Background: an optimization exercise with open tools, aiming at small area and a short achievable clock period. Do not read the settings as production practice. The RTL was checked by simulation tests, not by an equivalence proof against the original design.

==> flow/design.v <==
module nfu_fa (input a, input b, input c, output s, output co);
    wire x = a ^ b;
    assign s = x ^ c;
    assign co = (a & b) | (c & x);
endmodule
module nfu_ha (input a, input b, output s, output co);
    assign s = a ^ b;
    assign co = a & b;
endmodule
module top_diannao_node_vMAX (
        clk,
        i_inputs,
        i_synapses,
        i_op,
        i_nbout,
        i_load,
        o_to_edram
    );
    input           clk;
    input  [255:0]  i_inputs;
    input  [255:0]  i_synapses;
    input  [0:0]    i_op;
    input  [15:0]   i_nbout;
    input           i_load;
    output [15:0]   o_to_edram;
    function gt16;
        input [15:0] a, b;
        reg [15:0] g0, l0;
        reg [7:0] g1, l1;
        reg [3:0] g2, l2;
        reg [1:0] g3, l3;
        integer i;
        begin
            g0 = a & ~b;
            l0 = ~a & b;
            for (i = 0; i < 8; i = i + 1) begin
                g1[i] = g0[2*i+1] | (~l0[2*i+1] & g0[2*i]);
                l1[i] = l0[2*i+1] | (~g0[2*i+1] & l0[2*i]);
            end
            for (i = 0; i < 4; i = i + 1) begin
                g2[i] = g1[2*i+1] | (~l1[2*i+1] & g1[2*i]);
                l2[i] = l1[2*i+1] | (~g1[2*i+1] & l1[2*i]);
            end
            for (i = 0; i < 2; i = i + 1) begin
                g3[i] = g2[2*i+1] | (~l2[2*i+1] & g2[2*i]);
                l3[i] = l2[2*i+1] | (~g2[2*i+1] & l2[2*i]);
            end
            gt16 = g3[1] | (~l3[1] & g3[0]);
        end
    endfunction
    function [15:0] max4;
        input [15:0] a, b, c, d;
        reg ab, ac, ad, bc, bd, cd;
        begin
            ab = gt16(a, b);
            ac = gt16(a, c);
            ad = gt16(a, d);
            bc = gt16(b, c);
            bd = gt16(b, d);
            cd = gt16(c, d);
            max4 = ({16{ab & ac & ad}} & a) | ({16{~ab & bc & bd}} & b) |
                   ({16{~ac & ~bc & cd}} & c) | ({16{~ad & ~bd & ~cd}} & d);
        end
    endfunction
    function [15:0] max4t;
        input [15:0] a, b, c, d;
        reg [15:0] m0, m1;
        begin
            m0 = gt16(a, b) ? a : b;
            m1 = gt16(c, d) ? c : d;
            max4t = gt16(m0, m1) ? m0 : m1;
        end
    endfunction
    function [31:0] csa4;
        input [15:0] a, b, c, d;
        reg [15:0] x1, s1, c1, x2;
        begin
            x1 = a ^ b;
            s1 = x1 ^ c;
            c1 = {(a[14:0] & b[14:0]) | (c[14:0] & x1[14:0]), 1'b0};
            x2 = s1 ^ c1;
            csa4 = {(s1[14:0] & c1[14:0]) | (d[14:0] & x2[14:0]), 1'b0, x2 ^ d};
        end
    endfunction
    reg  [239:0] mag_a;
    reg  [239:0] mag_b;
    reg  [15:0]  sgn1;
    reg  [239:0] cs0, cs1;
    reg  [15:0]  csc;
    reg  [15:0]  sgn2;
    reg  [63:0]  gsum0, gmax;
    reg  [59:0]  gsum1;       
    reg  [15:0]  rsum0, rmax;
    reg  [15:1]  rsum1;
    reg  [15:0]  out_reg;     
    reg  [15:0]  out_copy;    
    assign o_to_edram = out_copy;
    wire [239:0] h0_all, h1_all;
    wire [15:0]  ci_all;
    wire [255:0] prod;
    genvar j, k;
    generate
        for (j = 0; j < 16; j = j + 1) begin : lane
            always @(posedge clk) begin
                mag_a[15*j +: 15] <= i_inputs[16*j +: 15];
                mag_b[15*j +: 15] <= i_synapses[16*j +: 15];
                sgn1[j]           <= i_inputs[16*j+15] ^ i_synapses[16*j+15];
            end
            wire [17:0] bq = {2'b00, mag_b[15*j +: 15], 1'b0};
            wire [7:0]  one0, two0, neg0;
            genvar i;
            for (i = 0; i < 8; i = i + 1) begin : dig
                assign one0[i] = bq[2*i+1] ^ bq[2*i];
                assign two0[i] = (bq[2*i+2] & ~bq[2*i+1] & ~bq[2*i]) | (~bq[2*i+2] & bq[2*i+1] & bq[2*i]);
                assign neg0[i] = bq[2*i+2];
            end
            wire [8:0]  ext = -{neg0[4], 1'b0, neg0[3], 1'b0, neg0[2], 1'b0, neg0[1], 1'b0, neg0[0]};
            wire [14:0] h0, h1;
            wire        ci;
            wire pp1;
            wire pp2;
            wire pp3;
            wire pp4;
            wire pp5;
            wire pp6;
            wire pp7;
            wire pp8;
            wire pp9;
            wire pp10;
            wire pp11;
            wire pp12;
            wire pp13;
            wire pp14;
            wire pp15;
            wire pp16;
            wire pp17;
            wire pp18;
            wire pp19;
            wire pp20;
            wire pp21;
            wire pp22;
            wire pp23;
            wire pp24;
            wire pp25;
            wire pp26;
            wire pp27;
            wire pp28;
            wire pp29;
            wire pp30;
            wire pp31;
            wire pp32;
            wire pp33;
            wire pp34;
            wire pp35;
            wire pp36;
            wire pp37;
            wire pp38;
            wire pp39;
            wire pp40;
            wire pp41;
            wire pp42;
            wire pp43;
            wire pp44;
            wire pp45;
            wire pp46;
            wire pp47;
            wire pp48;
            wire pp49;
            wire pp50;
            wire pp51;
            wire pp52;
            wire pp53;
            wire pp54;
            wire pp55;
            wire pp56;
            wire pp57;
            wire pp58;
            wire pp59;
            wire pp60;
            wire pp61;
            wire pp62;
            wire pp63;
            wire pp64;
            wire pp65;
            wire pp66;
            wire pp67;
            wire pp68;
            wire pp69;
            wire pp70;
            wire pp71;
            wire pp72;
            wire pp73;
            wire pp74;
            wire pp75;
            wire pp76;
            wire pp77;
            wire pp78;
            wire pp79;
            wire pp80;
            wire pp81;
            wire pp82;
            wire pp83;
            wire pp84;
            wire pp85;
            wire pp86;
            wire pp87;
            wire pp88;
            wire pp89;
            wire pp90;
            wire pp91;
            wire pp92;
            wire pp93;
            wire pp94;
            wire pp95;
            wire pp96;
            wire pp97;
            wire pp98;
            wire pp99;
            wire pp100;
            wire pp101;
            wire pp102;
            wire pp103;
            wire pp104;
            wire pp105;
            wire pp106;
            wire pp107;
            wire pp108;
            wire pp109;
            wire pp110;
            wire pp111;
            wire pp112;
            wire pp113;
            wire pp114;
            wire pp115;
            wire pp116;
            wire pp117;
            wire pp118;
            wire pp119;
            wire s120;
            wire c121;
            wire s122;
            wire c123;
            wire s124;
            wire c125;
            wire s126;
            wire c127;
            wire s128;
            wire c129;
            wire s130;
            wire c131;
            wire s132;
            wire c133;
            wire s134;
            wire c135;
            wire s136;
            wire c137;
            wire s138;
            wire c139;
            wire s140;
            wire c141;
            wire s142;
            wire c143;
            wire s144;
            wire c145;
            wire s146;
            wire c147;
            wire s148;
            wire c149;
            wire s150;
            wire c151;
            wire s152;
            wire c153;
            wire s154;
            wire c155;
            wire s156;
            wire c157;
            wire s158;
            wire c159;
            wire s160;
            wire c161;
            wire s162;
            wire c163;
            wire s164;
            wire c165;
            wire s166;
            wire c167;
            wire s168;
            wire c169;
            wire s170;
            wire c171;
            wire s172;
            wire c173;
            wire s174;
            wire c175;
            wire s176;
            wire c177;
            wire s178;
            wire c179;
            wire s180;
            wire c181;
            wire s182;
            wire c183;
            wire s184;
            wire c185;
            wire s186;
            wire c187;
            wire s188;
            wire c189;
            wire s190;
            wire c191;
            wire s192;
            wire c193;
            wire s194;
            wire c195;
            wire s196;
            wire c197;
            wire s198;
            wire c199;
            wire s200;
            wire c201;
            wire s202;
            wire c203;
            wire s204;
            wire c205;
            wire s206;
            wire c207;
            wire s208;
            wire c209;
            wire s210;
            wire c211;
            wire s212;
            wire c213;
            wire s214;
            wire c215;
            wire s216;
            wire c217;
            wire s218;
            wire c219;
            wire s220;
            wire c221;
            wire s222;
            wire c223;
            wire s224;
            wire c225;
            wire s226;
            wire c227;
            wire s228;
            wire c229;
            wire s230;
            wire c231;
            wire s232;
            wire c233;
            wire s234;
            wire c235;
            wire s236;
            wire c237;
            wire s238;
            wire c239;
            wire s240;
            wire c241;
            wire s242;
            wire c243;
            wire s244;
            wire c245;
            wire s246;
            wire c247;
            wire s248;
            wire c249;
            wire s250;
            wire c251;
            wire s252;
            wire c253;
            wire s254;
            wire c255;
            wire s256;
            wire c257;
            wire s258;
            wire c259;
            wire s260;
            wire c261;
            wire s262;
            wire c263;
            wire s264;
            wire c265;
            wire s266;
            wire c267;
            wire s268;
            wire c269;
            wire s270;
            wire c271;
            wire s272;
            wire c273;
            wire s274;
            wire c275;
            wire s276;
            wire c277;
            wire s278;
            wire c279;
            wire s280;
            wire c281;
            wire s282;
            wire c283;
            wire s284;
            wire c285;
            wire s286;
            wire c287;
            wire s288;
            wire c289;
            wire s290;
            wire c291;
            wire s292;
            wire c293;
            wire s294;
            wire c295;
            wire s296;
            wire c297;
            wire s298;
            wire c299;
            wire s300;
            wire c301;
            wire s302;
            wire c303;
            wire s304;
            wire c305;
            wire s306;
            wire c307;
            wire s308;
            wire c309;
            wire s310;
            wire c311;
            wire s312;
            wire c313;
            wire s314;
            wire c315;
            wire s316;
            wire c317;
            wire s318;
            wire c319;
            wire s320;
            wire c321;
            wire s322;
            wire c323;
            wire s324;
            wire c325;
            wire s326;
            wire c327;
            wire s328;
            wire c329;
            wire s330;
            wire c331;
            wire s332;
            wire c333;
            wire s334;
            wire c335;
            wire s336;
            wire c337;
            assign pp1 = ((one0[0] & mag_a[15*j+0])) ^ neg0[0];
            assign pp2 = ((one0[0] & mag_a[15*j+1]) | (two0[0] & mag_a[15*j+0])) ^ neg0[0];
            assign pp3 = ((one0[0] & mag_a[15*j+2]) | (two0[0] & mag_a[15*j+1])) ^ neg0[0];
            assign pp4 = ((one0[0] & mag_a[15*j+3]) | (two0[0] & mag_a[15*j+2])) ^ neg0[0];
            assign pp5 = ((one0[0] & mag_a[15*j+4]) | (two0[0] & mag_a[15*j+3])) ^ neg0[0];
            assign pp6 = ((one0[0] & mag_a[15*j+5]) | (two0[0] & mag_a[15*j+4])) ^ neg0[0];
            assign pp7 = ((one0[0] & mag_a[15*j+6]) | (two0[0] & mag_a[15*j+5])) ^ neg0[0];
            assign pp8 = ((one0[0] & mag_a[15*j+7]) | (two0[0] & mag_a[15*j+6])) ^ neg0[0];
            assign pp9 = ((one0[0] & mag_a[15*j+8]) | (two0[0] & mag_a[15*j+7])) ^ neg0[0];
            assign pp10 = ((one0[0] & mag_a[15*j+9]) | (two0[0] & mag_a[15*j+8])) ^ neg0[0];
            assign pp11 = ((one0[0] & mag_a[15*j+10]) | (two0[0] & mag_a[15*j+9])) ^ neg0[0];
            assign pp12 = ((one0[0] & mag_a[15*j+11]) | (two0[0] & mag_a[15*j+10])) ^ neg0[0];
            assign pp13 = ((one0[0] & mag_a[15*j+12]) | (two0[0] & mag_a[15*j+11])) ^ neg0[0];
            assign pp14 = ((one0[0] & mag_a[15*j+13]) | (two0[0] & mag_a[15*j+12])) ^ neg0[0];
            assign pp15 = ((one0[0] & mag_a[15*j+14]) | (two0[0] & mag_a[15*j+13])) ^ neg0[0];
            assign pp16 = ((two0[0] & mag_a[15*j+14])) ^ neg0[0];
            assign pp17 = ((one0[1] & mag_a[15*j+0])) ^ neg0[1];
            assign pp18 = ((one0[1] & mag_a[15*j+1]) | (two0[1] & mag_a[15*j+0])) ^ neg0[1];
            assign pp19 = ((one0[1] & mag_a[15*j+2]) | (two0[1] & mag_a[15*j+1])) ^ neg0[1];
            assign pp20 = ((one0[1] & mag_a[15*j+3]) | (two0[1] & mag_a[15*j+2])) ^ neg0[1];
            assign pp21 = ((one0[1] & mag_a[15*j+4]) | (two0[1] & mag_a[15*j+3])) ^ neg0[1];
            assign pp22 = ((one0[1] & mag_a[15*j+5]) | (two0[1] & mag_a[15*j+4])) ^ neg0[1];
            assign pp23 = ((one0[1] & mag_a[15*j+6]) | (two0[1] & mag_a[15*j+5])) ^ neg0[1];
            assign pp24 = ((one0[1] & mag_a[15*j+7]) | (two0[1] & mag_a[15*j+6])) ^ neg0[1];
            assign pp25 = ((one0[1] & mag_a[15*j+8]) | (two0[1] & mag_a[15*j+7])) ^ neg0[1];
            assign pp26 = ((one0[1] & mag_a[15*j+9]) | (two0[1] & mag_a[15*j+8])) ^ neg0[1];
            assign pp27 = ((one0[1] & mag_a[15*j+10]) | (two0[1] & mag_a[15*j+9])) ^ neg0[1];
            assign pp28 = ((one0[1] & mag_a[15*j+11]) | (two0[1] & mag_a[15*j+10])) ^ neg0[1];
            assign pp29 = ((one0[1] & mag_a[15*j+12]) | (two0[1] & mag_a[15*j+11])) ^ neg0[1];
            assign pp30 = ((one0[1] & mag_a[15*j+13]) | (two0[1] & mag_a[15*j+12])) ^ neg0[1];
            assign pp31 = ((one0[1] & mag_a[15*j+14]) | (two0[1] & mag_a[15*j+13])) ^ neg0[1];
            assign pp32 = ((two0[1] & mag_a[15*j+14])) ^ neg0[1];
            assign pp33 = ((one0[2] & mag_a[15*j+0])) ^ neg0[2];
            assign pp34 = ((one0[2] & mag_a[15*j+1]) | (two0[2] & mag_a[15*j+0])) ^ neg0[2];
            assign pp35 = ((one0[2] & mag_a[15*j+2]) | (two0[2] & mag_a[15*j+1])) ^ neg0[2];
            assign pp36 = ((one0[2] & mag_a[15*j+3]) | (two0[2] & mag_a[15*j+2])) ^ neg0[2];
            assign pp37 = ((one0[2] & mag_a[15*j+4]) | (two0[2] & mag_a[15*j+3])) ^ neg0[2];
            assign pp38 = ((one0[2] & mag_a[15*j+5]) | (two0[2] & mag_a[15*j+4])) ^ neg0[2];
            assign pp39 = ((one0[2] & mag_a[15*j+6]) | (two0[2] & mag_a[15*j+5])) ^ neg0[2];
            assign pp40 = ((one0[2] & mag_a[15*j+7]) | (two0[2] & mag_a[15*j+6])) ^ neg0[2];
            assign pp41 = ((one0[2] & mag_a[15*j+8]) | (two0[2] & mag_a[15*j+7])) ^ neg0[2];
            assign pp42 = ((one0[2] & mag_a[15*j+9]) | (two0[2] & mag_a[15*j+8])) ^ neg0[2];
            assign pp43 = ((one0[2] & mag_a[15*j+10]) | (two0[2] & mag_a[15*j+9])) ^ neg0[2];
            assign pp44 = ((one0[2] & mag_a[15*j+11]) | (two0[2] & mag_a[15*j+10])) ^ neg0[2];
            assign pp45 = ((one0[2] & mag_a[15*j+12]) | (two0[2] & mag_a[15*j+11])) ^ neg0[2];
            assign pp46 = ((one0[2] & mag_a[15*j+13]) | (two0[2] & mag_a[15*j+12])) ^ neg0[2];
            assign pp47 = ((one0[2] & mag_a[15*j+14]) | (two0[2] & mag_a[15*j+13])) ^ neg0[2];
            assign pp48 = ((two0[2] & mag_a[15*j+14])) ^ neg0[2];
            assign pp49 = ((one0[3] & mag_a[15*j+0])) ^ neg0[3];
            assign pp50 = ((one0[3] & mag_a[15*j+1]) | (two0[3] & mag_a[15*j+0])) ^ neg0[3];
            assign pp51 = ((one0[3] & mag_a[15*j+2]) | (two0[3] & mag_a[15*j+1])) ^ neg0[3];
            assign pp52 = ((one0[3] & mag_a[15*j+3]) | (two0[3] & mag_a[15*j+2])) ^ neg0[3];
            assign pp53 = ((one0[3] & mag_a[15*j+4]) | (two0[3] & mag_a[15*j+3])) ^ neg0[3];
            assign pp54 = ((one0[3] & mag_a[15*j+5]) | (two0[3] & mag_a[15*j+4])) ^ neg0[3];
            assign pp55 = ((one0[3] & mag_a[15*j+6]) | (two0[3] & mag_a[15*j+5])) ^ neg0[3];
            assign pp56 = ((one0[3] & mag_a[15*j+7]) | (two0[3] & mag_a[15*j+6])) ^ neg0[3];
            assign pp57 = ((one0[3] & mag_a[15*j+8]) | (two0[3] & mag_a[15*j+7])) ^ neg0[3];
            assign pp58 = ((one0[3] & mag_a[15*j+9]) | (two0[3] & mag_a[15*j+8])) ^ neg0[3];
            assign pp59 = ((one0[3] & mag_a[15*j+10]) | (two0[3] & mag_a[15*j+9])) ^ neg0[3];
            assign pp60 = ((one0[3] & mag_a[15*j+11]) | (two0[3] & mag_a[15*j+10])) ^ neg0[3];
            assign pp61 = ((one0[3] & mag_a[15*j+12]) | (two0[3] & mag_a[15*j+11])) ^ neg0[3];
            assign pp62 = ((one0[3] & mag_a[15*j+13]) | (two0[3] & mag_a[15*j+12])) ^ neg0[3];
            assign pp63 = ((one0[3] & mag_a[15*j+14]) | (two0[3] & mag_a[15*j+13])) ^ neg0[3];
            assign pp64 = ((two0[3] & mag_a[15*j+14])) ^ neg0[3];
            assign pp65 = ((one0[4] & mag_a[15*j+0])) ^ neg0[4];
            assign pp66 = ((one0[4] & mag_a[15*j+1]) | (two0[4] & mag_a[15*j+0])) ^ neg0[4];
            assign pp67 = ((one0[4] & mag_a[15*j+2]) | (two0[4] & mag_a[15*j+1])) ^ neg0[4];
            assign pp68 = ((one0[4] & mag_a[15*j+3]) | (two0[4] & mag_a[15*j+2])) ^ neg0[4];
            assign pp69 = ((one0[4] & mag_a[15*j+4]) | (two0[4] & mag_a[15*j+3])) ^ neg0[4];
            assign pp70 = ((one0[4] & mag_a[15*j+5]) | (two0[4] & mag_a[15*j+4])) ^ neg0[4];
            assign pp71 = ((one0[4] & mag_a[15*j+6]) | (two0[4] & mag_a[15*j+5])) ^ neg0[4];
            assign pp72 = ((one0[4] & mag_a[15*j+7]) | (two0[4] & mag_a[15*j+6])) ^ neg0[4];
            assign pp73 = ((one0[4] & mag_a[15*j+8]) | (two0[4] & mag_a[15*j+7])) ^ neg0[4];
            assign pp74 = ((one0[4] & mag_a[15*j+9]) | (two0[4] & mag_a[15*j+8])) ^ neg0[4];
            assign pp75 = ((one0[4] & mag_a[15*j+10]) | (two0[4] & mag_a[15*j+9])) ^ neg0[4];
            assign pp76 = ((one0[4] & mag_a[15*j+11]) | (two0[4] & mag_a[15*j+10])) ^ neg0[4];
            assign pp77 = ((one0[4] & mag_a[15*j+12]) | (two0[4] & mag_a[15*j+11])) ^ neg0[4];
            assign pp78 = ((one0[4] & mag_a[15*j+13]) | (two0[4] & mag_a[15*j+12])) ^ neg0[4];
            assign pp79 = ((one0[4] & mag_a[15*j+14]) | (two0[4] & mag_a[15*j+13])) ^ neg0[4];
            assign pp80 = ((two0[4] & mag_a[15*j+14])) ^ neg0[4];
            assign pp81 = ((one0[5] & mag_a[15*j+0])) ^ neg0[5];
            assign pp82 = ((one0[5] & mag_a[15*j+1]) | (two0[5] & mag_a[15*j+0])) ^ neg0[5];
            assign pp83 = ((one0[5] & mag_a[15*j+2]) | (two0[5] & mag_a[15*j+1])) ^ neg0[5];
            assign pp84 = ((one0[5] & mag_a[15*j+3]) | (two0[5] & mag_a[15*j+2])) ^ neg0[5];
            assign pp85 = ((one0[5] & mag_a[15*j+4]) | (two0[5] & mag_a[15*j+3])) ^ neg0[5];
            assign pp86 = ((one0[5] & mag_a[15*j+5]) | (two0[5] & mag_a[15*j+4])) ^ neg0[5];
            assign pp87 = ((one0[5] & mag_a[15*j+6]) | (two0[5] & mag_a[15*j+5])) ^ neg0[5];
            assign pp88 = ((one0[5] & mag_a[15*j+7]) | (two0[5] & mag_a[15*j+6])) ^ neg0[5];
            assign pp89 = ((one0[5] & mag_a[15*j+8]) | (two0[5] & mag_a[15*j+7])) ^ neg0[5];
            assign pp90 = ((one0[5] & mag_a[15*j+9]) | (two0[5] & mag_a[15*j+8])) ^ neg0[5];
            assign pp91 = ((one0[5] & mag_a[15*j+10]) | (two0[5] & mag_a[15*j+9])) ^ neg0[5];
            assign pp92 = ((one0[5] & mag_a[15*j+11]) | (two0[5] & mag_a[15*j+10])) ^ neg0[5];
            assign pp93 = ((one0[5] & mag_a[15*j+12]) | (two0[5] & mag_a[15*j+11])) ^ neg0[5];
            assign pp94 = ((one0[5] & mag_a[15*j+13]) | (two0[5] & mag_a[15*j+12])) ^ neg0[5];
            assign pp95 = ((one0[5] & mag_a[15*j+14]) | (two0[5] & mag_a[15*j+13])) ^ neg0[5];
            assign pp96 = ((one0[6] & mag_a[15*j+0])) ^ neg0[6];
            assign pp97 = ((one0[6] & mag_a[15*j+1]) | (two0[6] & mag_a[15*j+0])) ^ neg0[6];
            assign pp98 = ((one0[6] & mag_a[15*j+2]) | (two0[6] & mag_a[15*j+1])) ^ neg0[6];
            assign pp99 = ((one0[6] & mag_a[15*j+3]) | (two0[6] & mag_a[15*j+2])) ^ neg0[6];
            assign pp100 = ((one0[6] & mag_a[15*j+4]) | (two0[6] & mag_a[15*j+3])) ^ neg0[6];
            assign pp101 = ((one0[6] & mag_a[15*j+5]) | (two0[6] & mag_a[15*j+4])) ^ neg0[6];
            assign pp102 = ((one0[6] & mag_a[15*j+6]) | (two0[6] & mag_a[15*j+5])) ^ neg0[6];
            assign pp103 = ((one0[6] & mag_a[15*j+7]) | (two0[6] & mag_a[15*j+6])) ^ neg0[6];
            assign pp104 = ((one0[6] & mag_a[15*j+8]) | (two0[6] & mag_a[15*j+7])) ^ neg0[6];
            assign pp105 = ((one0[6] & mag_a[15*j+9]) | (two0[6] & mag_a[15*j+8])) ^ neg0[6];
            assign pp106 = ((one0[6] & mag_a[15*j+10]) | (two0[6] & mag_a[15*j+9])) ^ neg0[6];
            assign pp107 = ((one0[6] & mag_a[15*j+11]) | (two0[6] & mag_a[15*j+10])) ^ neg0[6];
            assign pp108 = ((one0[6] & mag_a[15*j+12]) | (two0[6] & mag_a[15*j+11])) ^ neg0[6];
            assign pp109 = ((one0[7] & mag_a[15*j+0])) ^ 1'b0;
            assign pp110 = ((one0[7] & mag_a[15*j+1]) | (two0[7] & mag_a[15*j+0])) ^ 1'b0;
            assign pp111 = ((one0[7] & mag_a[15*j+2]) | (two0[7] & mag_a[15*j+1])) ^ 1'b0;
            assign pp112 = ((one0[7] & mag_a[15*j+3]) | (two0[7] & mag_a[15*j+2])) ^ 1'b0;
            assign pp113 = ((one0[7] & mag_a[15*j+4]) | (two0[7] & mag_a[15*j+3])) ^ 1'b0;
            assign pp114 = ((one0[7] & mag_a[15*j+5]) | (two0[7] & mag_a[15*j+4])) ^ 1'b0;
            assign pp115 = ((one0[7] & mag_a[15*j+6]) | (two0[7] & mag_a[15*j+5])) ^ 1'b0;
            assign pp116 = ((one0[7] & mag_a[15*j+7]) | (two0[7] & mag_a[15*j+6])) ^ 1'b0;
            assign pp117 = ((one0[7] & mag_a[15*j+8]) | (two0[7] & mag_a[15*j+7])) ^ 1'b0;
            assign pp118 = ((one0[7] & mag_a[15*j+9]) | (two0[7] & mag_a[15*j+8])) ^ 1'b0;
            assign pp119 = ((one0[7] & mag_a[15*j+10]) | (two0[7] & mag_a[15*j+9])) ^ 1'b0;
            nfu_ha HA121 (.a(sgn1[j]), .b(neg0[4]), .s(s120), .co(c121));
            nfu_ha HA123 (.a(sgn1[j]), .b(pp10), .s(s122), .co(c123));
            nfu_fa FA125 (.a(neg0[5]), .b(pp11), .c(pp25), .s(s124), .co(c125));
            nfu_ha HA127 (.a(pp12), .b(pp26), .s(s126), .co(c127));
            nfu_fa FA129 (.a(neg0[6]), .b(pp13), .c(pp27), .s(s128), .co(c129));
            nfu_ha HA131 (.a(pp41), .b(pp55), .s(s130), .co(c131));
            nfu_fa FA133 (.a(pp14), .b(pp28), .c(pp42), .s(s132), .co(c133));
            nfu_ha HA135 (.a(pp56), .b(pp70), .s(s134), .co(c135));
            nfu_fa FA137 (.a(pp15), .b(pp29), .c(pp43), .s(s136), .co(c137));
            nfu_fa FA139 (.a(pp57), .b(pp71), .c(pp85), .s(s138), .co(c139));
            nfu_fa FA141 (.a(pp16), .b(pp30), .c(pp44), .s(s140), .co(c141));
            nfu_fa FA143 (.a(pp58), .b(pp72), .c(pp86), .s(s142), .co(c143));
            nfu_fa FA145 (.a(ext[0]), .b(pp31), .c(pp45), .s(s144), .co(c145));
            nfu_fa FA147 (.a(pp59), .b(pp73), .c(pp87), .s(s146), .co(c147));
            nfu_fa FA149 (.a(ext[1]), .b(pp32), .c(pp46), .s(s148), .co(c149));
            nfu_fa FA151 (.a(pp60), .b(pp74), .c(pp88), .s(s150), .co(c151));
            nfu_fa FA153 (.a(ext[2]), .b(pp47), .c(pp61), .s(s152), .co(c153));
            nfu_ha HA155 (.a(pp75), .b(pp89), .s(s154), .co(c155));
            nfu_fa FA157 (.a(ext[3]), .b(pp48), .c(pp62), .s(s156), .co(c157));
            nfu_ha HA159 (.a(pp76), .b(pp90), .s(s158), .co(c159));
            nfu_fa FA161 (.a(ext[4]), .b(pp63), .c(pp77), .s(s160), .co(c161));
            nfu_ha HA163 (.a(ext[5]), .b(pp64), .s(s162), .co(c163));
            nfu_ha HA165 (.a(sgn1[j]), .b(neg0[2]), .s(s164), .co(c165));
            nfu_ha HA167 (.a(sgn1[j]), .b(pp6), .s(s166), .co(c167));
            nfu_fa FA169 (.a(sgn1[j]), .b(neg0[3]), .c(pp7), .s(s168), .co(c169));
            nfu_ha HA171 (.a(pp21), .b(pp35), .s(s170), .co(c171));
            nfu_fa FA173 (.a(sgn1[j]), .b(pp8), .c(pp22), .s(s172), .co(c173));
            nfu_ha HA175 (.a(pp36), .b(pp50), .s(s174), .co(c175));
            nfu_fa FA177 (.a(pp9), .b(pp23), .c(pp37), .s(s176), .co(c177));
            nfu_fa FA179 (.a(pp51), .b(pp65), .c(s120), .s(s178), .co(c179));
            nfu_fa FA181 (.a(pp24), .b(pp38), .c(pp52), .s(s180), .co(c181));
            nfu_fa FA183 (.a(pp66), .b(c121), .c(s122), .s(s182), .co(c183));
            nfu_fa FA185 (.a(pp39), .b(pp53), .c(pp67), .s(s184), .co(c185));
            nfu_fa FA187 (.a(pp81), .b(c123), .c(s124), .s(s186), .co(c187));
            nfu_fa FA189 (.a(pp40), .b(pp54), .c(pp68), .s(s188), .co(c189));
            nfu_fa FA191 (.a(pp82), .b(s126), .c(c125), .s(s190), .co(c191));
            nfu_fa FA193 (.a(pp69), .b(pp83), .c(pp96), .s(s192), .co(c193));
            nfu_fa FA195 (.a(c127), .b(s130), .c(s128), .s(s194), .co(c195));
            nfu_fa FA197 (.a(pp84), .b(pp97), .c(c131), .s(s196), .co(c197));
            nfu_fa FA199 (.a(s134), .b(c129), .c(s132), .s(s198), .co(c199));
            nfu_fa FA201 (.a(pp98), .b(pp109), .c(c135), .s(s200), .co(c201));
            nfu_fa FA203 (.a(c133), .b(s136), .c(s138), .s(s202), .co(c203));
            nfu_fa FA205 (.a(pp99), .b(pp110), .c(c137), .s(s204), .co(c205));
            nfu_fa FA207 (.a(c139), .b(s140), .c(s142), .s(s206), .co(c207));
            nfu_fa FA209 (.a(pp100), .b(pp111), .c(c141), .s(s208), .co(c209));
            nfu_fa FA211 (.a(c143), .b(s144), .c(s146), .s(s210), .co(c211));
            nfu_fa FA213 (.a(pp101), .b(pp112), .c(c145), .s(s212), .co(c213));
            nfu_fa FA215 (.a(c147), .b(s148), .c(s150), .s(s214), .co(c215));
            nfu_fa FA217 (.a(pp102), .b(pp113), .c(s154), .s(s216), .co(c217));
            nfu_fa FA219 (.a(c149), .b(c151), .c(s152), .s(s218), .co(c219));
            nfu_fa FA221 (.a(pp103), .b(pp114), .c(c155), .s(s220), .co(c221));
            nfu_fa FA223 (.a(s158), .b(c153), .c(s156), .s(s222), .co(c223));
            nfu_fa FA225 (.a(pp91), .b(pp104), .c(pp115), .s(s224), .co(c225));
            nfu_fa FA227 (.a(c159), .b(c157), .c(s160), .s(s226), .co(c227));
            nfu_fa FA229 (.a(pp78), .b(pp92), .c(pp105), .s(s228), .co(c229));
            nfu_fa FA231 (.a(pp116), .b(s162), .c(c161), .s(s230), .co(c231));
            nfu_fa FA233 (.a(ext[6]), .b(pp79), .c(pp93), .s(s232), .co(c233));
            nfu_fa FA235 (.a(pp106), .b(pp117), .c(c163), .s(s234), .co(c235));
            nfu_fa FA237 (.a(ext[7]), .b(pp80), .c(pp94), .s(s236), .co(c237));
            nfu_ha HA239 (.a(pp107), .b(pp118), .s(s238), .co(c239));
            nfu_fa FA241 (.a(ext[8]), .b(pp95), .c(pp108), .s(s240), .co(c241));
            nfu_ha HA243 (.a(sgn1[j]), .b(neg0[1]), .s(s242), .co(c243));
            nfu_ha HA245 (.a(sgn1[j]), .b(pp4), .s(s244), .co(c245));
            nfu_fa FA247 (.a(pp5), .b(pp19), .c(pp33), .s(s246), .co(c247));
            nfu_fa FA249 (.a(pp20), .b(pp34), .c(c165), .s(s248), .co(c249));
            nfu_fa FA251 (.a(pp49), .b(c167), .c(s170), .s(s250), .co(c251));
            nfu_fa FA253 (.a(c171), .b(s174), .c(c169), .s(s252), .co(c253));
            nfu_fa FA255 (.a(c175), .b(c173), .c(s176), .s(s254), .co(c255));
            nfu_fa FA257 (.a(c177), .b(c179), .c(s180), .s(s256), .co(c257));
            nfu_fa FA259 (.a(c181), .b(s184), .c(c183), .s(s258), .co(c259));
            nfu_fa FA261 (.a(c185), .b(s188), .c(s190), .s(s260), .co(c261));
            nfu_fa FA263 (.a(c189), .b(s192), .c(c191), .s(s262), .co(c263));
            nfu_fa FA265 (.a(c193), .b(s196), .c(c195), .s(s264), .co(c265));
            nfu_fa FA267 (.a(c197), .b(s200), .c(c199), .s(s266), .co(c267));
            nfu_fa FA269 (.a(c201), .b(s204), .c(c203), .s(s268), .co(c269));
            nfu_fa FA271 (.a(c205), .b(s208), .c(c207), .s(s270), .co(c271));
            nfu_fa FA273 (.a(c209), .b(s212), .c(c211), .s(s272), .co(c273));
            nfu_fa FA275 (.a(c213), .b(s216), .c(c215), .s(s274), .co(c275));
            nfu_fa FA277 (.a(c217), .b(s220), .c(c219), .s(s276), .co(c277));
            nfu_fa FA279 (.a(s224), .b(c221), .c(c223), .s(s278), .co(c279));
            nfu_fa FA281 (.a(c225), .b(s228), .c(s230), .s(s280), .co(c281));
            nfu_fa FA283 (.a(c229), .b(s232), .c(s234), .s(s282), .co(c283));
            nfu_fa FA285 (.a(s238), .b(c233), .c(s236), .s(s284), .co(c285));
            nfu_fa FA287 (.a(pp119), .b(c239), .c(c237), .s(s286), .co(c287));
            nfu_ha HA289 (.a(sgn1[j]), .b(neg0[0]), .s(s288), .co(c289));
            nfu_ha HA291 (.a(sgn1[j]), .b(pp2), .s(s290), .co(c291));
            nfu_fa FA293 (.a(pp3), .b(pp17), .c(s242), .s(s292), .co(c293));
            nfu_fa FA295 (.a(pp18), .b(c243), .c(s244), .s(s294), .co(c295));
            nfu_fa FA297 (.a(s164), .b(c245), .c(s246), .s(s296), .co(c297));
            nfu_fa FA299 (.a(s166), .b(c247), .c(s248), .s(s298), .co(c299));
            nfu_fa FA301 (.a(c249), .b(s168), .c(s250), .s(s300), .co(c301));
            nfu_fa FA303 (.a(s172), .b(c251), .c(s252), .s(s302), .co(c303));
            nfu_fa FA305 (.a(s178), .b(c253), .c(s254), .s(s304), .co(c305));
            nfu_fa FA307 (.a(s182), .b(c255), .c(s256), .s(s306), .co(c307));
            nfu_fa FA309 (.a(c257), .b(s186), .c(s258), .s(s308), .co(c309));
            nfu_fa FA311 (.a(c187), .b(c259), .c(s260), .s(s310), .co(c311));
            nfu_fa FA313 (.a(s194), .b(s262), .c(c261), .s(s312), .co(c313));
            nfu_fa FA315 (.a(s198), .b(c263), .c(s264), .s(s314), .co(c315));
            nfu_fa FA317 (.a(s202), .b(c265), .c(s266), .s(s316), .co(c317));
            nfu_fa FA319 (.a(s206), .b(c267), .c(s268), .s(s318), .co(c319));
            nfu_fa FA321 (.a(s210), .b(c269), .c(s270), .s(s320), .co(c321));
            nfu_fa FA323 (.a(s214), .b(c271), .c(s272), .s(s322), .co(c323));
            nfu_fa FA325 (.a(s218), .b(c273), .c(s274), .s(s324), .co(c325));
            nfu_fa FA327 (.a(s222), .b(c275), .c(s276), .s(s326), .co(c327));
            nfu_fa FA329 (.a(s226), .b(c277), .c(s278), .s(s328), .co(c329));
            nfu_fa FA331 (.a(c227), .b(c279), .c(s280), .s(s330), .co(c331));
            nfu_fa FA333 (.a(c231), .b(s282), .c(c281), .s(s332), .co(c333));
            nfu_fa FA335 (.a(c235), .b(s284), .c(c283), .s(s334), .co(c335));
            nfu_fa FA337 (.a(s240), .b(s286), .c(c285), .s(s336), .co(c337));
            wire [9:0] la = {s306, s304, s302, s300, s298, s296, s294, s292, s290, s288};
            wire [9:0] lb = {c305, c303, c301, c299, c297, c295, c293, c291, c289, pp1};
            wire [9:0] lg = la & lb;
            wire [9:0] lp = la | lb;
            wire g10 = lg[1] | (lp[1] & lg[0]);
            wire g32 = lg[3] | (lp[3] & lg[2]), p32 = lp[3] & lp[2];
            wire g54 = lg[5] | (lp[5] & lg[4]), p54 = lp[5] & lp[4];
            wire g76 = lg[7] | (lp[7] & lg[6]), p76 = lp[7] & lp[6];
            wire g98 = lg[9] | (lp[9] & lg[8]), p98 = lp[9] & lp[8];
            wire g30 = g32 | (p32 & g10);
            wire g74 = g76 | (p76 & g54), p74 = p76 & p54;
            wire g70 = g74 | (p74 & g30);
            assign ci = g98 | (p98 & g70);
            assign h0 = {s336, s334, s332, s330, s328, s326, s324, s322, s320, s318, s316, s314, s312, s310, s308};
            assign h1 = {c335, c333, c331, c329, c327, c325, c323, c321, c319, c317, c315, c313, c311, c309, c307};
            assign h0_all[15*j +: 15] = h0;
            assign h1_all[15*j +: 15] = h1;
            assign ci_all[j] = ci;
            wire [15:0] psum = {cs0[15*j +: 15], 1'b1} + {cs1[15*j +: 15], csc[j]};
            assign prod[16*j +: 16] = {sgn2[j], psum[15:1]};
        end
    endgenerate
    wire [63:0] gsum0_d, gsum1_d, gmax_d;
    generate
        for (k = 0; k < 4; k = k + 1) begin : grp
            wire [15:0] p0 = prod[64*k +: 16];
            wire [15:0] p1 = prod[64*k+16 +: 16];
            wire [15:0] p2 = prod[64*k+32 +: 16];
            wire [15:0] p3 = prod[64*k+48 +: 16];
            assign {gsum1_d[16*k +: 16], gsum0_d[16*k +: 16]} = csa4(p0, p1, p2, p3);
            assign gmax_d[16*k +: 16] = max4(p0, p1, p2, p3);
        end
    endgenerate
    wire [15:0] gs0 = gsum0[15:0]  + {gsum1[14:0],  1'b0};
    wire [15:0] gs1 = gsum0[31:16] + {gsum1[29:15], 1'b0};
    wire [15:0] gs2 = gsum0[47:32] + {gsum1[44:30], 1'b0};
    wire [15:0] gs3 = gsum0[63:48] + {gsum1[59:45], 1'b0};
    wire [31:0] ss = csa4(gs0, gs1, gs2, gs3);
    wire [15:0] sm = max4(gs0, gs1, gs2, gs3);
    wire [31:0] ms = csa4(gmax[15:0], gmax[31:16], gmax[47:32], gmax[63:48]);
    wire [15:0] mm = max4t(gmax[15:0], gmax[31:16], gmax[47:32], gmax[63:48]);
    wire [15:0] rs1 = {rsum1, 1'b0};
    wire [15:0] fx  = rsum0 ^ rs1;
    wire [15:0] fs  = fx ^ out_reg;
    wire [15:0] fc  = {(rsum0[14:0] & rs1[14:0]) | (out_reg[14:0] & fx[14:0]), 1'b0};
    wire [15:0] fin_sum = fs + fc;
    wire        take = gt16(rmax, out_reg);
    wire [15:0] fin_max = take ? rmax : out_reg;
    wire [15:0] fin     = i_op[0] ? fin_max : fin_sum;
    wire [15:0] fin_max_c = ({16{take}} & rmax) | ({16{~take}} & out_reg);
    wire [15:0] fin_c     = i_op[0] ? fin_max_c : fin_sum;
    always @(posedge clk) begin
        cs0     <= h0_all;
        cs1     <= h1_all;
        csc     <= ci_all;
        sgn2    <= sgn1;
        gsum0   <= gsum0_d;
        gsum1   <= {gsum1_d[63:49], gsum1_d[47:33], gsum1_d[31:17], gsum1_d[15:1]};
        gmax    <= gmax_d;
        rsum0   <= i_op[0] ? ms[15:0]  : ss[15:0];
        rsum1   <= i_op[0] ? ms[31:17] : ss[31:17];
        rmax    <= i_op[0] ? mm : sm;
        out_reg <= i_load ? fin : i_nbout;
        out_copy <= i_load ? fin_c : i_nbout;
    end
endmodule
==> flow/flow/run.sh <==
#!/bin/bash
# Standard ORFS layout (the standard.sh, standard synthesis unchanged), with
# extra settings for timing repair, clock tree and port buffers.
set -euo pipefail
bash standard.sh SETUP_SLACK_MARGIN=7.9 CTS_CLUSTER_SIZE=30 CTS_CLUSTER_DIAMETER=80 "BUFFER_PORTS_ARGS=-buffer_cell sky130_fd_sc_hd__buf_1" finish > standard.log 2>&1
==> flow/standard.sh <==
#!/bin/bash
# synth_recipe.tcl (not shown) runs the flow's synth.tcl, then flattens the netlist and writes it again
# the make line also repeats each setting of config.mk as NAME=value (left out here)
make -C /OpenROAD-flow-scripts/flow DESIGN_CONFIG=/design/flow/config.mk WORK_HOME=/design/flow/orfs CLKGATE_MAP_FILE= SYNTH_SCRIPT=/design/flow/synth_recipe.tcl "${@:-finish}"
==> flow/config.mk <==
export PLATFORM = sky130hd
export DESIGN_NAME = top_diannao_node_vMAX
export DESIGN_NICKNAME = top_diannao_node_vMAX
export VERILOG_FILES = /design/flow/design.v
export SDC_FILE = /design/flow/constraint.sdc
export NUM_CORES = 8
export LEC_CHECK = 0
export ABC_AREA = 1
export CAP_MARGIN = 20
export CORE_MARGIN = 2
export CORE_UTILIZATION = 40
export SETUP_SLACK_MARGIN = 5
export SLEW_MARGIN = 20
export SYNTH_HIERARCHICAL = 1
==> flow/constraint.sdc <==
create_clock -name core_clock -period 12.0 [get_ports {clk}]
set_input_delay 2.4000 -clock core_clock [delete_from_list [all_inputs] [get_ports {clk}]]
set_output_delay 2.4000 -clock core_clock [all_outputs]
set_load 0.01 [all_outputs]
==> metrics.yaml, run 1 <==
layout:
  final_cell_mix: "nand2_1 (2924), xor2_1 (1773), o22ai_1 (1734)"
  fill_cells: 33200
  final_common_cell: "nand2_1"
  design_area_um2: 145000
  layout-drive-gt1-share_pct: 3.47
  finalNetCount: 19200
  fin_util_pct: 43.4
  syn2layout_area_growth_pct: 8.10
logic_synthesis:
  synth-edff-count: 16
  netlist.area_leader.share_pct: 24.7
  ys_seq_area_share_pct: 19.2
  synth_cells: 16200
  synth.net_count: 19100
  ys_warn_count: 7
  ys_types: 64
  synthArstFlopShare_pct: 0
  ys.flop_type: "dfxtp_1"
  yosys-top-cells-area: "fa_1 (25%), dfxtp_1 (19%), xor2_1 (12%)"
  yosys.area.top_type: "fa_1"
  syn_area_per_cell_um2: 8.28
  ys_ff_latch: 1275
  syn_area_um2: 134000
cts:
  clk_latency_ns: 0.92
  cts-hold-fix-buffers: 0
  clk_pin_slew_worst_paths_ns: 0.10
  cts_sinks: 1275
  cts_tree: "built"
  numCtsBuffers: 111
  clockRootBuffer: "clkbuf_16"
  clockBufferDepth: 4
  ctsHtreeMaxLevel: 3
grt:
  grt_pass1_vias: 109000
  track_usage_pct: 22.8
  antenna_found_initial: 11
  grt_pass1_wl_um: 623000
  grt_max_degree: 61
  grt_remaining_overflow: 0
timing:
  tns_ns: 0
  setup_ws_ns: 8.00
  maxSlewViolCount: 0
  finalCriticalPeriod_ns: 4.00
  setup_viol_count_final: 0
  whs_ns: 0.614
  worst_clock_skew_ns: 0.0556
  finalHoldViolations: 0
  max_slew_margin_pct: 26.5
  rsz0062_at_grt: "true"
  period_share_pct: 33.3
  max_freq_mhz: 250
  worst_slew_pin_slew_ns: 1.10
setup_path:
  startpoint: "gsum0[1]$_DFF_P_"
  worstSetupPathType: "flip-flop to flip-flop"
  end_kind: "flip-flop"
  reg2regPathDepth: 22
  crit_required_ns: 12.79
  r2r_setup_slack_ns: 8.00
  r2r-start: "gsum0[1]$_DFF_P_"
  startpoint_type: "flip-flop"
  path_max_fanout: 8
  arrival_ns: 4.79
floorplan:
  die_h_um: 582
  rows: 212
  start_util_pct: 40.1
  die_area_um2: 339000
  die_w_um: 582
  core_region_area_um2: 333000
  io_pins: 547
placement:
  dpl.hpwl_um: 309000
  io_buffers: 546
  place_ws_ns: 6.89
  postPlaceCellArea_um2: 139000
  gp_congestion: 0.948
min_path:
  hold_depth: 2
  hold_start: "out_reg[0]$_DFFE_PP_"
  hp-class: "flip-flop to flip-flop"
routing:
  ant_nets: 0
  routed_wl_um: 394000
  via_per_inst: 5.40
  first_pass_iters: 7
  wire_per_inst_um: 19.0
  drtIter0Drc: 9098
  num_vias: 112000
  drcViolationCount: 0
run_status:
  status: "no timing/DRC/antenna violations"
run:
  drv_cap: 0
==> cells by family (layout without fill, tap and decap cells) <==
kind of cell    count (synthesis)  count (layout)  share of synthesized area, %
flops                        1275            1275                          19.2
xor+xnor                     1881            1881                          12.4
mux                             7               7                        0.0524
other cells                     0               6                             0
fa+ha+maj                    2458            2458                          32.2
simple gates                 5102            5104                          15.8
compound gates               2952            2952                          13.2
buf+inv                      2481            2648                          7.08
==> per-module statistics from Yosys, one instance, submodules excluded <==
| module | copies in the design | cell area, um^2 |
|---|---|---|
| nfu_ha | 272 | 12.5 |
| top_diannao_node_vMAX | 1 | 101000 |
| nfu_fa | 1472 | 20.0 |
==> final timing paths <==
check / to
worst max-delay path: rmax[10]$_DFF_P_
worst min-delay path: out_copy[0]$_DFF_P_
worst max register to register: rmax[10]$_DFF_P_
worst min register to register: out_copy[0]$_DFF_P_
==> stage by stage <==
step                      cells
after floorplan           16200
after global placement    20500
after detailed placement  20500
after CTS                 20700
after global routing      20700
final                     20700
==> Yosys cell counts (all sizes together) (14+ instances only) <==
cell	count
o22ai	1734
a21oi	556
buf	131
a22oi	18
ha	810
clkinv	67
edfxtp	16
nand3b	64
nand3	778
o21a	30
or2	14
nand4	180
a31oi	17
o21ai	400
nor2	1025
inv	1679
xnor2	89
o211ai	29
a21boi	35
dfxtp	1259
clkbuf	604
a21o	23
fa	1647
xor2	1792
nor3	67
nand2	2966
o21bai	67
==> final cells by class <==
cell class	instances	area (um^2)	share of cell area [%]
antenna	6	15.0	0.0104
clock buffer	116	2830	1.96
clock inverter	88	1600	1.10
inverter	1746	6560	4.54
multi-input combinational	12400	99100	68.5
sequential	1275	25700	17.8
tap	4387	5490	3.80
timing repair buffer	698	3280	2.27
==> critical path, stage by stage (launching register included) <==
cell and delay [ns]:
dfxtp_1 0.32, ha_1 0.25, fa_1 0.43, nand3_1 0.11
nand2_1 0.10, nand2_1 0.09, nand2_2 0.13, xnor2_2 0.33
ha_1 0.24, inv_1 0.05, a21oi_1 0.12, inv_1 0.06
o21ai_0 0.19, o21a_1 0.19, nand3b_1 0.15, inv_1 0.05
nand2_1 0.19, nand3_4 0.20, buf_4 0.19, nand4_1 0.06
nand2_1 0.08, o21ai_1 0.25, nand2_1 0.11
==> routing by layer <==
layer	part of all wire, %	wire length, um	track usage, %
met5	0.0025	10	0
met4	3.1	12200	6.71
met3	6.4	25300	2.80
met2	46	180000	37.0
met1	45	176000	31.8
==> timing repair <==
item                                    in CTS  in global routing
pin swaps                                    0                  8
resized for setup                           65                 60
gates cloned                                 0                  2
endpoints found under the setup margin     416                204
setup buffers                                0                 21
==> run 2: changes to the inputs <==
==> flow/flow/run.sh (replaced) <==
#!/bin/bash
# Standard ORFS layout (the standard.sh, standard synthesis unchanged), with
# extra settings for timing repair, clock tree and port buffers.
set -euo pipefail
bash standard.sh SETUP_SLACK_MARGIN=8.2 "CTS_ARGS=-sink_clustering_enable -repair_clock_nets -sink_clustering_size 30 -sink_clustering_max_diameter 80 -dont_use_dummy_load" "BUFFER_PORTS_ARGS=-buffer_cell sky130_fd_sc_hd__buf_1" finish > standard.log 2>&1
--- a/flow/config.mk
+++ b/flow/config.mk
@@ -8,3 +8,3 @@
 export ABC_AREA = 1
-export CAP_MARGIN = 20
+export CAP_MARGIN = 10
 export CORE_MARGIN = 2
@@ -12,3 +12,3 @@
 export SETUP_SLACK_MARGIN = 5
-export SLEW_MARGIN = 20
+export SLEW_MARGIN = 10
 export SYNTH_HIERARCHICAL = 1
==> run 2 against run 1 <==
Die area is the same; synthesized area is the same; synthesized cell count is the same; global-route usage is essentially flat; wire length grew 0.44%; core utilization grew 0.10 points; sequential share of layout area grew 0.060 points; first-iteration DRC count grew 1.8%; critical path type is now flip-flop to primary output.
==> metrics.yaml, run 2 <==
run_status:
  status: "no timing/DRC/antenna violations"  # unchanged
cts:
  ctsHtreeMaxLevel: 3  # unchanged
  cts_sinks: 1275  # unchanged
  clockBufferDepth: 4  # unchanged
  clk_latency_ns: 0.91  # was 0.92 ns
  clk_pin_slew_worst_paths_ns: 0.08  # was 0.10 ns
  cts_tree: "built"  # unchanged
  numCtsBuffers: 113  # was 111
  clockRootBuffer: "clkbuf_16"  # unchanged
grt:
  grt_pass1_vias: 110000  # was 109000
  grt_use_met3_pct: 3.33  # was 2.80%
  grt_pass1_wl_um: 624000  # was 623000 um
  grt_max_degree: 61  # unchanged
  grt_busiest_layer: "met2"  # unchanged
  track_usage_pct: 22.9  # was 22.8%
  gr-usage-met2_pct: 37.0  # about the same
  antenna_found_initial: 12  # was 11
  grtUsageMet1_pct: 31.6  # was 31.8%
  grt_remaining_overflow: 0  # unchanged
setup_path:
  worst_path_max_delay_cell: "dfxtp_4"  # was fa_1
  r2r-start: "mag_b[80]$_DFF_P_"  # was gsum0[1]$_DFF_P_
  path_max_fanout: 1  # was 8
  critical_path.max_stage_delay_ns: 0.36  # was 0.43 ns
  critPathBufInv: 1  # was 4
  reg2regPathDepth: 11  # was 22
  r2r-end: "cs0[85]$_DFF_P_"  # was rmax[10]$_DFF_P_
  cp_top_family: "flip-flops"  # was simple AND/OR/NAND/NOR gates
  end_kind: "primary output"  # was flip-flop
  crit_required_ns: 9.60  # was 12.79 ns
  startpoint_type: "flip-flop"  # unchanged
  r2r_setup_slack_ns: 8.35  # was 8.00 ns
  worstSetupPathType: "flip-flop to primary output"  # was flip-flop to flip-flop
  arrival_ns: 1.37  # was 4.79 ns
  path_cells: "buf_6"  # was ha_1 -> fa_1 -> nand3_1 -> nand2_1 -> nand2_1 -> nand2_2 -> xnor2_2 -> ha_1 -> inv_1 -> a21oi_1 -> inv_1 -> o21ai_0 -> o21a_1 -> nand3b_1 -> inv_1 -> nand2_1 -> nand3_4 -> buf_4 -> nand4_1 -> nand2_1 -> o21ai_1 -> nand2_1
min_path:
  hold_depth: 4  # was 2
  hold_start: "rmax[5]$_DFF_P_"  # was out_reg[0]$_DFFE_PP_
  hp-class: "flip-flop to flip-flop"  # unchanged
  hold_end: "out_copy[5]$_DFF_P_"  # was out_copy[0]$_DFF_P_
layout:
  fill_cells: 33300  # was 33200
  final_common_cell: "nand2_1"  # unchanged
  seq_area_um2: 25900  # was 25700 um^2
  multiInputGateArea_um2: 100000  # was 99100 um^2
  design_area_um2: 145000  # about the same
  finalNetCount: 19300  # was 19200
  syn2layout_area_growth_pct: 8.35  # was 8.10%
  final_cell_mix: "nand2_1 (2851), xor2_1 (1747), o22ai_1 (1734)"  # was nand2_1 (2924), xor2_1 (1773), o22ai_1 (1734)
  layout-drive-gt1-share_pct: 4.68  # was 3.47%
timing:
  rsz0062_at_grt: "true"  # unchanged
  period_share_pct: 31.4  # was 33.3%
  max_freq_mhz: 265  # was 250 MHz
  finalCriticalPeriod_ns: 3.77  # was 4.00 ns
  max_slew_margin_pct: 28.4  # was 26.5%
  worst_clock_skew_ns: 0.0992  # was 0.0556 ns
  setup_viol_count_final: 0  # unchanged
  tns_ns: 0  # unchanged
  worst_slew_pin_slew_ns: 1.07  # was 1.10 ns
  maxSlewViolCount: 0  # unchanged
  finalHoldViolations: 0  # unchanged
logic_synthesis:
  ys_ff_latch: 1275  # unchanged
  synthTopCellsByCount: "nand2_1 (2932), xor2_1 (1783), o22ai_1 (1734)"  # unchanged
  yosys-top-cells-area: "fa_1 (25%), dfxtp_1 (19%), xor2_1 (12%)"  # unchanged
  netlist.area_leader.share_pct: 24.7  # unchanged
  ys_warn_count: 7  # unchanged
  synth.net_count: 19100  # unchanged
  synth.most_common_cell: "nand2_1"  # unchanged
  synth_cells: 16200  # unchanged
  syn_area_per_cell_um2: 8.28  # unchanged
  ys.flop_type: "dfxtp_1"  # unchanged
  ys_seq_area_share_pct: 19.2  # unchanged
  synth-edff-count: 16  # unchanged
  synthArstFlopShare_pct: 0  # unchanged
  ys_types: 64  # unchanged
  syn_area_um2: 134000  # unchanged
  yosys.area.top_type: "fa_1"  # unchanged
routing:
  routed_wl_um: 395000  # was 394000 um
  wire_per_inst_um: 19.1  # was 19.0 um
  via_per_inst: 5.43  # was 5.40
  num_vias: 112000  # about the same
  ant_nets: 0  # unchanged
  drtIter0Drc: 9262  # was 9098
  drcViolationCount: 0  # unchanged
  first_pass_iters: 8  # was 7
floorplan:
  core_region_area_um2: 333000  # unchanged
  rows: 212  # unchanged
  die_h_um: 582  # unchanged
  start_util_pct: 40.1  # unchanged
  io_pins: 547  # unchanged
  die_area_um2: 339000  # unchanged
  die_w_um: 582  # unchanged
placement:
  postPlaceCellArea_um2: 139000  # about the same
  io_buffers: 546  # unchanged
  dpl.hpwl_um: 309000  # about the same
  gp_congestion: 0.948  # unchanged
run:
  drv_cap: 0  # unchanged
-- run 2: cells by family after synthesis --
family          Yosys count  share of synthesized area, %
xor+xnor               1881                          12.4
compound gates         2952                          13.2
mux                       7                        0.0524
flops                  1275                          19.2
simple gates           5102                          15.8
fa+ha+maj              2458                          32.2
buf+inv                2481                          7.08
-- run 2: timing repair --
action	CTS	global route
hold endpoints to repair	0	0
setup buffers	19	61
pin swaps	10	21
endpoints found under the setup margin	578	380
cloned	2	2
resized for setup	207	329
hold buffers	0	0
-- run 2: per-layer routing --
| metal | share of wire, % | up-vias | wire length [um] |
|---|---|---|---|
| met1 | 44 | 54700 | 175000 |
| met4 | 3.2 | 2 | 12800 |
| met5 | 0.0025 | - | 10 |
| li1 | - | 53400 | - |
| met2 | 46 | 3714 | 181000 |
| met3 | 6.6 | 505 | 26100 |
-- run 2: Yosys stat by module, one instance, submodules excluded --
module / cells / copies in the design / area, um^2 / flops+latches
top_diannao_node_vMAX: 14400 / 1 / 101000 / 1275
nfu_fa: 1 / 1472 / 20.0 / 0
nfu_ha: 1 / 272 / 12.5 / 0
-- run 2: area by class of cell --
type                            count  area share, %
Inverter                         1746           4.55
Sequential cell                  1275           17.9
Timing Repair inverter              1        0.00345
Antenna cell                        6         0.0104
Tap cell                         4387           3.79
Clock buffer                      113           1.95
Timing Repair Buffer              751           2.73
Multi-Input combinational cell  12400           69.1
-- run 2: worst max path at each step --
stage	start	end	slack [ns]	cells past startpoint
global route	out_copy[9]$_DFF_P_	o_to_edram[9]	8.15	1
finish	out_copy[11]$_DFF_P_	o_to_edram[11]	8.23	1
global placement	i_op[0]	out_reg[1]$_DFFE_PP_	6.91	4
floorplan	i_op[0]	out_reg[0]$_DFFE_PP_	8.27	5
detailed placement	i_op[0]	out_reg[2]$_DFFE_PP_	6.89	4
CTS	mag_b[185]$_DFF_P_	csc[12]$_DFF_P_	8.07	12
-- run 2: tightest hold or removal path, stage by stage (launching register included) --
cell and delay, ns:
dfxtp_1 0.31, inv_1 0.08, a21oi_1 0.07, o21ai_0 0.07, nand2_1 0.04
-- run 2: per-stage QoR --
step	worst slack (ns)	util (%)	cells	hold WS, ns
after floorplan	8.27	-	16200	0.503
after global placement	6.91	41.8	20500	0.576
after detailed placement	6.89	41.8	20500	0.574
after CTS	8.07	42.9	20600	0.577
after global routing	8.15	43.5	20700	0.651
final	8.23	43.5	20700	0.577
==> run 3: changes to the inputs <==
==> flow/flow/run.sh (replaced) <==
#!/bin/bash
# Standard ORFS layout (the standard.sh, standard synthesis unchanged), with
# extra settings for timing repair, clock tree and port buffers.
set -euo pipefail
bash standard.sh SETUP_SLACK_MARGIN=8.3 "CTS_ARGS=-sink_clustering_enable -repair_clock_nets -sink_clustering_size 30 -sink_clustering_max_diameter 80 -dont_use_dummy_load" "BUFFER_PORTS_ARGS=-buffer_cell sky130_fd_sc_hd__buf_1" finish > standard.log 2>&1
==> run 3 against run 2 <==
Still clean on timing, DRC and antenna; highest routed layer unchanged; die area is the same; critical endpoint is now o_to_edram[4]; synthesized cell count is the same; clock-buffer cell count is 1 lower; fmax grew 0.52%; critical path depth did not move; clock skew is 0.014 ns higher.
==> metrics.yaml, run 3 <==
setup_path:
  path_cells: "buf_6"  # unchanged
  arrival_ns: 1.35  # was 1.37 ns
  worst_path_max_delay_cell: "dfxtp_2"  # was dfxtp_4
  cp_top_family: "flip-flops"  # unchanged
  worstSetupPathType: "flip-flop to primary output"  # unchanged
  critPathBufInv: 1  # unchanged
  end_kind: "primary output"  # unchanged
  path_max_fanout: 1  # unchanged
  crit_required_ns: 9.60  # about the same
  startpoint_type: "flip-flop"  # unchanged
  critical_path.max_stage_delay_ns: 0.37  # was 0.36 ns
routing:
  wire_per_inst_um: 19.1  # about the same
  ant_nets: 0  # unchanged
  num_vias: 112000  # about the same
  first_pass_iters: 7  # was 8
  drtIter0Drc: 9181  # was 9262
  routed_wl_um: 396000  # was 395000 um
  drcViolationCount: 0  # unchanged
  via_per_inst: 5.41  # was 5.43
logic_synthesis:
  synth-edff-count: 16  # unchanged
  ys_seq_area_share_pct: 19.2  # unchanged
  synth.net_count: 19100  # unchanged
  ys.flop_type: "dfxtp_1"  # unchanged
  ys_ff_latch: 1275  # unchanged
  yosys.area.top_type: "fa_1"  # unchanged
  netlist.area_leader.share_pct: 24.7  # unchanged
  syn_area_per_cell_um2: 8.28  # unchanged
  synth_cells: 16200  # unchanged
  synthArstFlopShare_pct: 0  # unchanged
  synthTopCellsByCount: "nand2_1 (2932), xor2_1 (1783), o22ai_1 (1734)"  # unchanged
  ys_types: 64  # unchanged
  yosys-top-cells-area: "fa_1 (25%), dfxtp_1 (19%), xor2_1 (12%)"  # unchanged
  ys_warn_count: 7  # unchanged
  synth.most_common_cell: "nand2_1"  # unchanged
  syn_area_um2: 134000  # unchanged
cts:
  clockRootBuffer: "clkbuf_16"  # unchanged
  ctsHtreeMaxLevel: 3  # unchanged
  cts_sinks: 1275  # unchanged
  cts_tree: "built"  # unchanged
  clockBufferDepth: 4  # unchanged
  numCtsBuffers: 112  # was 113
  clk_pin_slew_worst_paths_ns: 0.08  # about the same
  cts-hold-fix-buffers: 0  # unchanged
  clk_latency_ns: 0.93  # was 0.91 ns
grt:
  track_usage_pct: 22.8  # was 22.9%
  grt_remaining_overflow: 0  # unchanged
  grt_max_degree: 63  # was 61
  antenna_found_initial: 15  # was 12
  grt_pass1_vias: 109000  # was 110000
  grt_pass1_wl_um: 622000  # was 624000 um
timing:
  finalCriticalPeriod_ns: 3.75  # was 3.77 ns
  worst_clock_skew_ns: 0.113  # was 0.0992 ns
  finalHoldViolations: 0  # unchanged
  rsz0062_at_grt: "true"  # unchanged
  worst_slew_pin_slew_ns: 0.890  # was 1.07 ns
  setup_viol_count_final: 0  # unchanged
  max_freq_mhz: 267  # was 265 MHz
  period_share_pct: 31.3  # was 31.4%
  tns_ns: 0  # unchanged
  maxSlewViolCount: 0  # unchanged
  max_slew_margin_pct: 40.5  # was 28.4%
  setup_ws_ns: 8.25  # was 8.23 ns
floorplan:
  rows: 212  # unchanged
  io_pins: 547  # unchanged
  die_area_um2: 339000  # unchanged
  die_w_um: 582  # unchanged
  die_h_um: 582  # unchanged
  start_util_pct: 40.1  # unchanged
  core_region_area_um2: 333000  # unchanged
layout:
  finalNetCount: 19400  # was 19300
  final_common_cell: "nand2_1"  # unchanged
  syn2layout_area_growth_pct: 9.23  # was 8.35%
  final_cell_mix: "nand2_1 (2826), xor2_1 (1736), o22ai_1 (1734)"  # was nand2_1 (2851), xor2_1 (1747), o22ai_1 (1734)
  layout-drive-gt1-share_pct: 5.88  # was 4.68%
  fill_cells: 33200  # was 33300
min_path:
  hp-class: "flip-flop to flip-flop"  # unchanged
placement:
  io_buffers: 546  # unchanged
  place_ws_ns: 7.18  # was 6.89 ns
  gp_congestion: 0.963  # was 0.948
  dpl.hpwl_um: 308000  # was 309000 um
run_status:
  status: "no timing/DRC/antenna violations"  # unchanged
run:
  drv_cap: 0  # unchanged
==> run 3: cell counts after synthesis <==
No cell type changed its count.
==> run 3: worst min-delay path, stage by stage, from the launching register on <==
cell and delay [ns]:
dfxtp_1 0.38, nand4_1 0.11, nand4_1 0.08
==> run 3: Yosys stat by module, one instance, submodules excluded <==
| module | times used | cells | flip-flops and latches | cell area [um^2] |
|---|---|---|---|---|
| top_diannao_node_vMAX | 1 | 14400 | 1275 | 101000 |
| nfu_ha | 272 | 1 | 0 | 12.5 |
| nfu_fa | 1472 | 1 | 0 | 20.0 |
==> run 3: logic make-up (layout without fill, tap and decap cells) <==
family                     after synthesis  count (layout)  synth area share (%)
and+or+nand+nor                       5102            5106                  15.8
AOI/OAI and AO/OA                     2952            2954                  13.2
buffers and inverters                 2481            2690                  7.08
adders and majority gates             2458            2458                  32.2
xor gates and xnor gates              1881            1881                  12.4
DFF                                   1275            1275                  19.2
muxes                                    7               7                0.0524
other                                    0               2                     0
==> run 3: through the flow <==
stage	area [um^2]	hold slack [ns]	util [%]	std cells
2_1_floorplan	134000	0.503	-	16200
3_3_place_gp	139000	0.573	41.8	20500
3_5_place_dp	139000	0.570	41.8	20500
4_1_cts	144000	0.589	43.1	20600
5_1_grt	146000	0.616	43.8	20800
6_report	146000	0.581	43.8	20800
==> run 3: final cells by class <==
class / instances / area [um^2] / area share [%]
sequential: 1275 / 25800 / 17.7
multi-input combinational: 12400 / 101000 / 68.8
tap: 4387 / 5490 / 3.76
inverter: 1746 / 6630 / 4.54
timing repair buffer: 830 / 4760 / 3.26
antenna: 2 / 5.00 / 0.00343
timing repair inverter: 2 / 12.5 / 0.00857
clock buffer: 112 / 2800 / 1.92
==> run 3: path summary, 6_finish.rpt <==
kind | startpoint | endpoint | slack (ns) | depth (start not counted)
setup reg to reg | gsum0[17]$_DFF_P_ | rmax[1]$_DFF_P_ | 8.34 | 19
hold / removal | sgn2[14]$_DFF_P_ | gmax[63]$_DFF_P_ | 0.58 | 2
setup / recovery | out_copy[4]$_DFF_P_ | o_to_edram[4] | 8.25 | 1
hold reg to reg | sgn2[14]$_DFF_P_ | gmax[63]$_DFF_P_ | 0.58 | 2
==> run 3: timing repair <==
item                                    CTS  global route
cloned                                    3             5
gates resized for setup                 292           411
endpoints found under the setup margin  579           449
buffers inserted                         30           119
pin swaps                                11            61
==> run 3: layer usage <==
layer	up-vias	global-route usage [%]	part of all wire (%)
li1	53500	-	-
met1	54500	31.8	45
met2	3799	36.6	46
met3	540	2.88	6.2
met4	16	7.23	3.6
met5	-	0	0.026

## re-timing with driven ports
No port has a modelled driver above. Below, the same layouts with a new extraction and two added sets of constraints. Step 1 assumes that a clkbuf_16 drives the clock port and a buf_2 every other input. Step 2 times the ports against the registers' clock, not the clock port: input delays grow and output delays shrink by t, the midpoint of the rising clock arrivals with the driver on. Three values: no drivers, after step 1, after step 2; two values: the first two.
| run | t, ns | setup slack, ns | worst register clock-pin slew, ns |
|---|---|---|---|
| run 1 | 0.997 | 8.002 / 7.994 / 7.228 | 0.11 / 0.11 |
| run 2 | 0.971 | 8.228 / 8.121 / 7.499 | 0.11 / 0.11 |
| run 3 | 0.977 | 8.248 / 8.142 / 7.723 | 0.11 / 0.11 |
After both steps setup and hold are still met in every run listed. The setup slack of run 1, which loses most, moves by -0.008 ns with the drivers and by -0.774 ns with both steps.
